Background: an optimization exercise with open tools, aiming at small area, a short achievable clock period and few clock cycles. Do not read the settings as production practice.
Where RTL was checked, it was by simulation tests only, not by an equivalence proof against the original.
No activity file was given, so power comes from the tool's default toggle rates.

==> flow/design.v <==
module algo_3_final (
    input  wire        clk,
    input  wire        reset,       
    input  wire        trigger,     
    input  wire        pix_valid,
    input  wire [7:0]  pix_data,
    output wire        pix_ready,
    input  wire [10:0] data_ram_i,
    output wire [10:0] data_ram_o,
    output wire [10:0] addr_ram,
    output wire        we,
    input  wire [13:0] data_ram_energia_i,
    output wire [13:0] data_ram_energia_o,
    output wire [10:0] addr_ram_energia,
    input  wire [5:0]  data_ram_cantidad_i,
    output wire [5:0]  data_ram_cantidad_o,
    output wire [10:0] addr_ram_cantidad,
    output wire        fin_signal
);
  localparam integer PIXELS  = 7081;
  localparam integer RING    = 99;     
  localparam integer DLY     = 92;     
  function [6:0] step7(input [6:0] x);
    step7 = {x[5:0], x[6] ^ x[5]};
  endfunction
  function [12:0] step13(input [12:0] x);
    step13 = {x[11:0], x[12] ^ x[3] ^ x[2] ^ x[0]};
  endfunction
  function [6:0] after7(input integer n);
    integer k;
    begin
      after7 = 7'd1;
      for (k = 0; k < n; k = k + 1) after7 = step7(after7);
    end
  endfunction
  function [12:0] after13(input integer n);
    integer k;
    begin
      after13 = 13'd1;
      for (k = 0; k < n; k = k + 1) after13 = step13(after13);
    end
  endfunction
  localparam [6:0]  COL95  = after7(94);         
  localparam [6:0]  COL97  = after7(96);
  localparam [6:0]  RINGE  = after7(RING - 1);   
  localparam [6:0]  WPTRE  = after7(DLY - 1);    
  localparam [12:0] REM1   = after13(PIXELS - 1);  
  reg  restart;
  always @(posedge clk) restart <= !reset || trigger;
  reg        fin, rdy, we_r;
  reg [12:0] rem;         
  reg        open;        
  reg [7:0]  vb;          
  reg        vb_valid;
  reg [1:0]  st;          
  reg        fwr;         
  reg        clr;         
  reg [10:0] a_e;
  reg [13:0] d_e;
  reg [5:0]  d_c;
  reg [10:0] label_r;     
  reg [10:0] lab2;        
  reg        lab1z, lab2z;
  reg [10:0] R1;          
  reg        R1z;
  reg [10:0] PP;          
  reg        PPz;
  reg [10:0] M3;          
  reg        M3z;
  reg [10:0] q0, q1, q2;  
  reg        q0z, q1z, q2z;
  reg [1:0]  qn;          
  reg        cap, cap_ok;
  reg [6:0]  wptr;        
  reg        filled;
  reg [6:0]  col;         
  reg        mL;          
  reg        mURn;        
  reg [6:0]  ring;        
  reg        i1;          
  reg [10:0] nxt;         
  reg        wrapped;
  reg [11:0] cf;          
  assign pix_ready           = rdy && !restart;
  assign we                  = we_r;
  assign fin_signal          = fin && !restart;
  assign data_ram_o          = label_r;
  assign addr_ram            = {4'd0, wptr & {7{fwr}}};    
  assign addr_ram_energia    = a_e;
  assign addr_ram_cantidad   = a_e;
  assign data_ram_energia_o  = d_e;
  assign data_ram_cantidad_o = d_c;
  wire accept = pix_valid && rdy;    
  wire can    = (st == 2'd0) || (st == 2'd3);
  wire proc   = vb_valid && can;
  wire        vnz   = |vb;
  wire [10:0] lft   = i1 ? lab2 : label_r;
  wire        gt1   = label_r > M3;
  wire        gt2   = lab2 > M3;
  wire        gt    = !mL && (i1 ? gt2 : gt1);
  wire        lftz  = mL | (i1 ? lab2z : lab1z);
  wire        allz  = lftz & M3z;
  wire        selmx = vnz & !allz;
  wire        selnx = vnz & allz;
  wire [10:0] lab   = (selmx & gt) ? lft :
                      selmx ? M3 : (selnx ? nxt : 11'd0);
  wire        labz  = !vnz | (allz & (nxt == 11'd0));
  wire        op_new = vnz & allz & !wrapped;
  wire        op_rmw = vnz & !labz & !op_new;
  wire        p_new  = proc & op_new;
  wire        p_rmw  = proc & op_rmw;
  wire        alloc  = proc & vnz & allz;
  wire [10:0] sm  = mURn ? 11'd0 : q0;
  wire        smz = mURn | q0z;
  wire [10:0] m3n = (PP < sm) ? sm : PP;
  wire        m3z = PPz & smz;
  wire [10:0] r1m = mURn ? 11'd0 : R1;
  wire        r1mz = mURn | R1z;
  wire [10:0] ppn = (r1m < q0) ? q0 : r1m;
  wire        ppz = r1mz & q0z;
  wire [10:0] din  = cap_ok ? data_ram_i : 11'd0;
  wire        dinz = (din == 11'd0);
  wire        eqr   = (cf == {1'b0, nxt});
  wire [1:0]  st_n  = p_rmw ? 2'd1 : (st == 2'd1) ? 2'd2 : (st == 2'd2) ? 2'd3 : 2'd0;
  wire        cfinc = clr | (alloc & eqr);
  wire [11:0] cf_p1 = cf + 12'd1;
  wire [11:0] cf_n  = cfinc ? cf_p1 : cf;
  wire        cfd_n = cf[11] | (&cf[10:0] & cfinc);    
  wire        fin_n = fin | (!open && !vb_valid && can && cfd_n);
  wire        we_n  = !fin_n && (st_n != 2'd1);
  wire        lab_n = p_new | p_rmw;              
  wire        lbr_n = (st == 2'd2);               
  wire        fwr_n = (proc & !op_rmw) | (st == 2'd1);
  wire        vbv_n = accept | (vb_valid & !proc);
  wire        open_n = open & !(accept & (rem == REM1));
  wire        clr_n = we_n & !lab_n & !lbr_n & (st_n != 2'd2) & !cfd_n;
  always @(posedge clk) begin
    if (restart) begin
      fin <= 1'b0; rdy <= 1'b1;
      rem <= 13'd1; open <= 1'b1;
      vb_valid <= 1'b0;
      st <= 2'd0; fwr <= 1'b0; clr <= 1'b0;
      R1 <= 11'd0; R1z <= 1'b1; PP <= 11'd0; PPz <= 1'b1; M3 <= 11'd0; M3z <= 1'b1;
      q0 <= 11'd0; q1 <= 11'd0; q2 <= 11'd0; q0z <= 1'b1; q1z <= 1'b1; q2z <= 1'b1;
      qn <= 2'd3; cap <= 1'b0;
      wptr <= 7'd1; filled <= 1'b0;
      col <= 7'd1; mL <= 1'b1; mURn <= 1'b0;
      ring <= 7'd1; i1 <= 1'b1;
      nxt <= 11'd1; wrapped <= 1'b0; cf <= 12'd1;
    end else begin
      if (accept) rem <= step13(rem);
      vb_valid <= vbv_n;
      open     <= open_n;
      rdy      <= open_n && (!vbv_n || st_n == 2'd0 || st_n == 2'd3);
      fin      <= fin_n;
      st       <= st_n;
      cf       <= cf_n;
      clr      <= clr_n;
      fwr <= fwr_n;
      if (fwr) begin
        if (wptr == WPTRE) begin wptr <= 7'd1; filled <= 1'b1; end
        else wptr <= step7(wptr);
      end
      cap <= fwr;
      qn  <= qn + {1'b0, cap} - {1'b0, proc};
      if (proc) begin
        q0 <= q1; q0z <= q1z;
        q1 <= q2; q1z <= q2z;
      end
      if (cap) begin
        if (qn == {1'b0, proc}) begin q0 <= din; q0z <= dinz; end
        if (qn == 2'd1 + {1'b0, proc}) begin q1 <= din; q1z <= dinz; end
        if (qn == 2'd2 + {1'b0, proc}) begin q2 <= din; q2z <= dinz; end
      end
      if (proc) begin
        R1 <= q0; R1z <= q0z;
        PP <= ppn; PPz <= ppz;
        M3 <= m3n; M3z <= m3z;
        col  <= (col == COL97) ? 7'd1 : step7(col);
        mL   <= (col == COL97);
        mURn <= (col == COL95);
        ring <= (ring == RINGE) ? 7'd1 : step7(ring);
        i1   <= (ring == RINGE);
        if (alloc) begin
          nxt <= nxt + 11'd1;
          if (nxt == 11'd2047) wrapped <= 1'b1;
        end
      end
    end
  end
  always @(posedge clk) begin
    if (accept) vb <= pix_data;
    we_r   <= we_n;
    cap_ok <= filled;
    a_e    <= lab_n ? lab : (lbr_n ? label_r : cf_n[10:0]);
    if (lab_n) begin
      d_e <= {6'd0, vb};
      d_c <= 6'd1;
    end else if (st == 2'd2) begin
      d_e <= data_ram_energia_i + d_e;
      d_c <= data_ram_cantidad_i + 6'd1;
    end else if (st != 2'd1) begin
      d_e <= 14'd0;
      d_c <= 6'd0;
    end
    if (proc) begin
      label_r <= lab; lab1z <= labz;
      lab2 <= label_r; lab2z <= lab1z;
    end
  end
endmodule
clock: 5.5 ns
lec_check: 0
abc_area: 1
cap_margin: 20
core_margin: 2
core_utilization: 40
setup_slack_margin: 3.0
slew_margin: 20
run.sh (not shown) runs the stock make flow with config.mk's settings and CLKGATE_MAP_FILE= SYNTH_SCRIPT=/design/flow/synth_recipe.tcl, a recipe that flattens the netlist after the stock synthesis.
==> next run, changes <==
--- a/flow/design.v
+++ b/flow/design.v
@@ -23,10 +23,34 @@
   function [6:0] step7(input [6:0] x);
     step7 = {x[5:0], x[6] ^ x[5]};
   endfunction
   function [12:0] step13(input [12:0] x);
     step13 = {x[11:0], x[12] ^ x[3] ^ x[2] ^ x[0]};
+  endfunction
+  function gt11(input [10:0] a, input [10:0] b);
+    reg [15:0] g0, l0;
+    reg [7:0]  g1, l1;
+    reg [3:0]  g2, l2;
+    reg [1:0]  g3, l3;
+    integer k;
+    begin
+      g0 = {5'd0, a} & ~{5'd0, b};
+      l0 = ~{5'd0, a} & {5'd0, b};
+      for (k = 0; k < 8; k = k + 1) begin
+        g1[k] = g0[2*k+1] | (~l0[2*k+1] & g0[2*k]);
+        l1[k] = l0[2*k+1] | (~g0[2*k+1] & l0[2*k]);
+      end
+      for (k = 0; k < 4; k = k + 1) begin
+        g2[k] = g1[2*k+1] | (~l1[2*k+1] & g1[2*k]);
+        l2[k] = l1[2*k+1] | (~g1[2*k+1] & l1[2*k]);
+      end
+      for (k = 0; k < 2; k = k + 1) begin
+        g3[k] = g2[2*k+1] | (~l2[2*k+1] & g2[2*k]);
+        l3[k] = l2[2*k+1] | (~g2[2*k+1] & l2[2*k]);
+      end
+      gt11 = g3[1] | (~l3[1] & g3[0]);
+    end
   endfunction
   function [6:0] after7(input integer n);
     integer k;
     begin
       after7 = 7'd1;
@@ -67,11 +91,11 @@
   reg        PPz;
   reg [10:0] M3;          
   reg        M3z;
   reg [10:0] q0, q1, q2;  
   reg        q0z, q1z, q2z;
-  reg [1:0]  qn;          
+  reg [3:0]  qn;          
   reg        cap, cap_ok;
   reg [6:0]  wptr;        
   reg        filled;
   reg [6:0]  col;         
   reg        mL;          
@@ -89,16 +113,16 @@
   assign addr_ram_energia    = a_e;
   assign addr_ram_cantidad   = a_e;
   assign data_ram_energia_o  = d_e;
   assign data_ram_cantidad_o = d_c;
   wire accept = pix_valid && rdy;    
-  wire can    = (st == 2'd0) || (st == 2'd3);
+  reg  can;               
   wire proc   = vb_valid && can;
   wire        vnz   = |vb;
   wire [10:0] lft   = i1 ? lab2 : label_r;
-  wire        gt1   = label_r > M3;
-  wire        gt2   = lab2 > M3;
+  wire        gt1   = gt11(label_r, M3);
+  wire        gt2   = gt11(lab2, M3);
   wire        gt    = !mL && (i1 ? gt2 : gt1);
   wire        lftz  = mL | (i1 ? lab2z : lab1z);
   wire        allz  = lftz & M3z;
   wire        selmx = vnz & !allz;
   wire        selnx = vnz & allz;
@@ -110,15 +134,15 @@
   wire        p_new  = proc & op_new;
   wire        p_rmw  = proc & op_rmw;
   wire        alloc  = proc & vnz & allz;
   wire [10:0] sm  = mURn ? 11'd0 : q0;
   wire        smz = mURn | q0z;
-  wire [10:0] m3n = (PP < sm) ? sm : PP;
+  wire [10:0] m3n = gt11(sm, PP) ? sm : PP;
   wire        m3z = PPz & smz;
   wire [10:0] r1m = mURn ? 11'd0 : R1;
   wire        r1mz = mURn | R1z;
-  wire [10:0] ppn = (r1m < q0) ? q0 : r1m;
+  wire [10:0] ppn = gt11(q0, r1m) ? q0 : r1m;
   wire        ppz = r1mz & q0z;
   wire [10:0] din  = cap_ok ? data_ram_i : 11'd0;
   wire        dinz = (din == 11'd0);
   wire        eqr   = (cf == {1'b0, nxt});
   wire [1:0]  st_n  = p_rmw ? 2'd1 : (st == 2'd1) ? 2'd2 : (st == 2'd2) ? 2'd3 : 2'd0;
@@ -140,11 +164,11 @@
       rem <= 13'd1; open <= 1'b1;
       vb_valid <= 1'b0;
       st <= 2'd0; fwr <= 1'b0; clr <= 1'b0;
       R1 <= 11'd0; R1z <= 1'b1; PP <= 11'd0; PPz <= 1'b1; M3 <= 11'd0; M3z <= 1'b1;
       q0 <= 11'd0; q1 <= 11'd0; q2 <= 11'd0; q0z <= 1'b1; q1z <= 1'b1; q2z <= 1'b1;
-      qn <= 2'd3; cap <= 1'b0;
+      qn <= 4'b1000; cap <= 1'b0; can <= 1'b1;
       wptr <= 7'd1; filled <= 1'b0;
       col <= 7'd1; mL <= 1'b1; mURn <= 1'b0;
       ring <= 7'd1; i1 <= 1'b1;
       nxt <= 11'd1; wrapped <= 1'b0; cf <= 12'd1;
     end else begin
@@ -160,19 +184,21 @@
       if (fwr) begin
         if (wptr == WPTRE) begin wptr <= 7'd1; filled <= 1'b1; end
         else wptr <= step7(wptr);
       end
       cap <= fwr;
-      qn  <= qn + {1'b0, cap} - {1'b0, proc};
+      can <= (st_n == 2'd0) || (st_n == 2'd3);
+      if (cap && !proc) qn <= {qn[2:0], 1'b0};
+      if (proc && !cap) qn <= {1'b0, qn[3:1]};
       if (proc) begin
         q0 <= q1; q0z <= q1z;
         q1 <= q2; q1z <= q2z;
       end
       if (cap) begin
-        if (qn == {1'b0, proc}) begin q0 <= din; q0z <= dinz; end
-        if (qn == 2'd1 + {1'b0, proc}) begin q1 <= din; q1z <= dinz; end
-        if (qn == 2'd2 + {1'b0, proc}) begin q2 <= din; q2z <= dinz; end
+        if (proc ? qn[1] : qn[0]) begin q0 <= din; q0z <= dinz; end
+        if (proc ? qn[2] : qn[1]) begin q1 <= din; q1z <= dinz; end
+        if (proc ? qn[3] : qn[2]) begin q2 <= din; q2z <= dinz; end
       end
       if (proc) begin
         R1 <= q0; R1z <= q0z;
         PP <= ppn; PPz <= ppz;
         M3 <= m3n; M3z <= m3z;
After rerunning: The new run went through all stages and came out clean; area after synthesis fell by 2.7%; routed wire length fell by 2.0%; sequential cell count rose by 3; total power fell by 3.1%; clock-buffer cell count rose by 3; via count fell by 0.42%; utilization is about the same; synthesized cell count rose by 0.71%; cell area fell by 3.1%.
Testbench counts after the change, summed over its fixed seeds: cycles 173,018.
Only the layout flow was run in the first run of this note; the RTL was not checked for function there.

what the ideal ports hide:
In the flow no input, the clock included, has a driving cell. The finished layouts below were timed again as built, in two steps. Step 1 sets driving cells, clkbuf_16 on the clock port and buf_2 on the other inputs (assumed; they add their load-dependent delay and slew). Step 2 adds t to the input delays and takes it off the output delays; t is the mean of the earliest and latest rising clock arrival at the registers after step 1. Input paths then give back, and output paths get back, about the clock's delay inside the block. a / b / c = ideal / step 1 / step 2; a / b = the first two.
| run | shift t [ns] | setup WS [ns] | hold slack, ns | slew at the worst register clock pin (ns) |
|---|---|---|---|---|
| the first run | 0.560 | 3.035 / 2.989 / 2.547 | 0.376 / 0.376 / 0.376 | 0.06 / 0.06 |
| the second run | 0.571 | 3.057 / 3.007 / 2.527 | 0.377 / 0.377 / 0.377 | 0.06 / 0.06 |
After both steps every run listed still meets setup and hold. For the second run, which loses most, drivers alone change the setup slack by -0.050 ns; drivers and shift together by -0.530 ns.
